What follows belongs to an exercise in optimizing a design on an open flow for small area and a short achievable clock period; a production flow would make more cautious choices.
Where RTL was checked, it was by simulation tests only, not by an equivalence proof against the original.
Power and IR drop assume default switching activity.

==> flow/design.v (excerpt) <==
module final_top (
    input clk,
    input rst,  
    input [31:0] instruction,
    input [15:0] data_in,  
    output [15:0] data_out,  
    output [15:0] addr,  
    output we,  
    output [15:0] out_reg,  
    output zero,
    output carry
);
    wire [3:0] opcode, reg1, reg2, destReg;
    wire [15:0] immediate, reg_data1, reg_data2, alu_result;
    wire carry_d2;
    reg [3:0] opcode_d1, destReg_d1;
    reg [15:0] imm_d1;
    reg [15:0] sel1_d1, sel2_d1;
    reg fwd1_d1, fwd2_d1, use_imm_d1, inv_d1;
    reg [3:0] opcode_d2, destReg_d2;
    reg [15:0] op1_d2, op2_d2, addr_d2;
    reg [15:0] wdata_d3;
    reg load_d3, rf_we_d3, carry_d3;
    reg nzen_d3;  
    reg [3:0] destReg_d3;
    instruction_decoder id (
        .instruction (instruction),
        .opcode (opcode),
        .reg1 (reg1),
        .reg2 (reg2),
        .destReg (destReg),
        .immediate (immediate)
    );
    wire rf_we_d2 = (opcode_d2 != 4'b0000) && (opcode_d2 != 4'b0001);
    wire use_imm = (opcode == 4'b1011) || (opcode == 4'b1100) || (opcode == 4'b1101) ||
                   (opcode == 4'b1110) || (opcode == 4'b1111);
    wire fwd1 = rf_we_d2 && (reg1 == destReg_d2);
    wire fwd2 = rf_we_d2 && (reg2 == destReg_d2);
    wire [15:0] sel1, sel2;
    genvar k;
    generate
        for (k = 0; k < 16; k = k + 1) begin : dec
            assign sel1[k] = (reg1 == k) && !fwd1;
            assign sel2[k] = (reg2 == k) && !fwd2;
        end
    endgenerate
  ...
make LEC_CHECK=0 CAP_MARGIN=20 CORE_MARGIN=2 CORE_UTILIZATION=40 SETUP_SLACK_MARGIN=2.0 SLEW_MARGIN=20 finish   # period 4.5 ns
run.sh (not shown) runs the stock make flow with config.mk's settings and CLKGATE_MAP_FILE= SYNTH_SCRIPT=/design/flow/synth_recipe.tcl, a recipe that flattens the netlist after the stock synthesis.
Edit:
- SETUP_SLACK_MARGIN: 2.0 -> 1.5
The changed run passed the timing, DRC and antenna checks.
Worst setup slack gets better by 0.065 ns.
Flip-flop and latch count stays the same.
Wire length grows by about 1.1%.
Via count hardly moves.
No run of this note included a check of the RTL's function; only the layout flow was run.

* * *

Another version of the RTL of final_top (not shown whole).
For scale: ~1500 cells after synthesis, ~0.019 sq mm of cells after synthesis.
==> flow/config.mk <==
export PLATFORM = sky130hd
export DESIGN_NAME = final_top
export DESIGN_NICKNAME = final_top
export VERILOG_FILES = /design/flow/design.v
export SDC_FILE = /design/flow/constraint.sdc
export NUM_CORES = 4
export LEC_CHECK = 0
export CAP_MARGIN = 20
export CORE_MARGIN = 2
export CORE_UTILIZATION = 60
export CTS_CLUSTER_DIAMETER = 90
export CTS_CLUSTER_SIZE = 24
export SETUP_SLACK_MARGIN = 2.0
export SLEW_MARGIN = 20
==> flow/constraint.sdc <==
create_clock -name core_clock -period 4.5 [get_ports {clk}]
set_input_delay 0.9000 -clock core_clock [delete_from_list [all_inputs] [get_ports {clk}]]
set_output_delay 0.9000 -clock core_clock [all_outputs]
set_load 0.01 [all_outputs]
The starting point finished with timing, DRC and antenna clean.
Edit:
CORE_UTILIZATION = 40   (was 60)
CTS_BUF_LIST = sky130_fd_sc_hd__clkbuf_4 sky130_fd_sc_hd__clkbuf_8   (was not set)
CTS_CLUSTER_DIAMETER = not set   (was 90)
CTS_CLUSTER_SIZE = not set   (was 24)
Result: The changed run produced a clean layout; total power grows by about a fifth; clock-buffer cell count came out higher by 62; combinational power stays flat; die area grows by well over a third; via count goes down slightly.
No functional check of the RTL was part of any run of this note.

* * *

final_top, a different RTL version from the one above (not shown whole).
For scale: ~1500 cells after synthesis, ~420 flip-flops, about 100 I/O pins, roughly 19000 sq um of cells after synthesis.
==> flow/config.mk <==
export PLATFORM = sky130hd
export DESIGN_NAME = final_top
export DESIGN_NICKNAME = final_top
export VERILOG_FILES = /design/flow/design.v
export SDC_FILE = /design/flow/constraint.sdc
export NUM_CORES = 4
export LEC_CHECK = 0
export CAP_MARGIN = 20
export CORE_MARGIN = 2
export CORE_UTILIZATION = 60
export CTS_CLUSTER_DIAMETER = 90
export CTS_CLUSTER_SIZE = 24
export SETUP_SLACK_MARGIN = 2.3
export SLEW_MARGIN = 20
==> flow/constraint.sdc <==
create_clock -name core_clock -period 4.5 [get_ports {clk}]
set_input_delay 0.9000 -clock core_clock [delete_from_list [all_inputs] [get_ports {clk}]]
set_output_delay 0.9000 -clock core_clock [all_outputs]
set_load 0.01 [all_outputs]
==> next run, changes <==
- CORE_UTILIZATION: 60 -> 40
- CTS_CLUSTER_DIAMETER: 90 -> unset
- CTS_CLUSTER_SIZE: 24 -> unset
- SETUP_SLACK_MARGIN: 2.3 -> 2.0
Result: Combinational power went down by 9.3%. Die area went up by 49%. Critical path depth went down by 1.

* * *

Another version of the RTL of final_top (not shown whole).
For scale: about 1600 cells after synthesis, roughly 100 I/O pins, roughly 0.019 sq mm of cells after synthesis.
## final_top
module final_top (
    input clk,
    input rst,  
    input [31:0] instruction,
    input [15:0] data_in,  
    output [15:0] data_out,  
    output [15:0] addr,  
    output we,  
    output [15:0] out_reg,  
    output zero,
    output carry
);
make LEC_CHECK=0 CAP_MARGIN=20 CORE_MARGIN=2 CORE_UTILIZATION=60 CTS_CLUSTER_DIAMETER=90 CTS_CLUSTER_SIZE=24 SETUP_SLACK_MARGIN=2.1 SLEW_MARGIN=20 finish   # period 4.5 ns
Change:
--- a/flow/config.mk
+++ b/flow/config.mk
@@ -12,3 +12,3 @@
 export CTS_CLUSTER_SIZE = 24
-export SETUP_SLACK_MARGIN = 2.1
+export SETUP_SLACK_MARGIN = 2.3
 export SLEW_MARGIN = 20
What happened: Final cell count rose by a few percent; power rose by a few percent; synthesized area is unchanged; sequential cell count is unchanged.

afterwards: timing with drivers on the ports:
No port has a modelled driver above. Below, the same layouts with a new extraction and two added sets of constraints.
Step 1: set_driving_cell puts a clkbuf_16 on clk and a buf_2 on each other input, an assumption about the parent block.
Step 2 also shifts input and output timing later by t, the mid clock arrival at the registers, as if the neighbouring blocks saw the same clock.
Three values: no drivers, after step 1, after step 2; two values: the first two.
run | shift t [ns] | setup WS [ns] | slew at the worst register clock pin (ns) | worst data-port slew with drivers (ns)
the first run of note 1 | 0.637 | 1.377 / 1.317 / 1.539 | 0.06 / 0.06 | 0.04
the second run of note 1 | 0.639 | 1.442 / 1.384 / 1.539 | 0.07 / 0.07 | 0.04
the first run of note 2 | 0.605 | 1.674 / 1.674 / 1.652 | 0.10 / 0.10 | 0.05
the second run of note 2 | 0.671 | 1.745 / 1.745 / 1.569 | 0.07 / 0.07 | 0.05
the first run of note 3 | 0.607 | 1.985 / 1.985 / 1.880 | 0.10 / 0.10 | 0.04
the second run of note 3 | 0.633 | 1.970 / 1.970 / 1.532 | 0.07 / 0.07 | 0.07
the first run of note 4 | 0.614 | 1.983 / 1.932 / 1.595 | 0.10 / 0.10 | 0.07
the second run of note 4 | 0.606 | 2.144 / 2.090 / 1.808 | 0.10 / 0.10 | 0.07
After both steps every run listed still meets setup and hold. For the second run of note 3, which loses most, drivers alone change the setup slack by 0.000 ns; drivers and shift together by -0.438 ns.
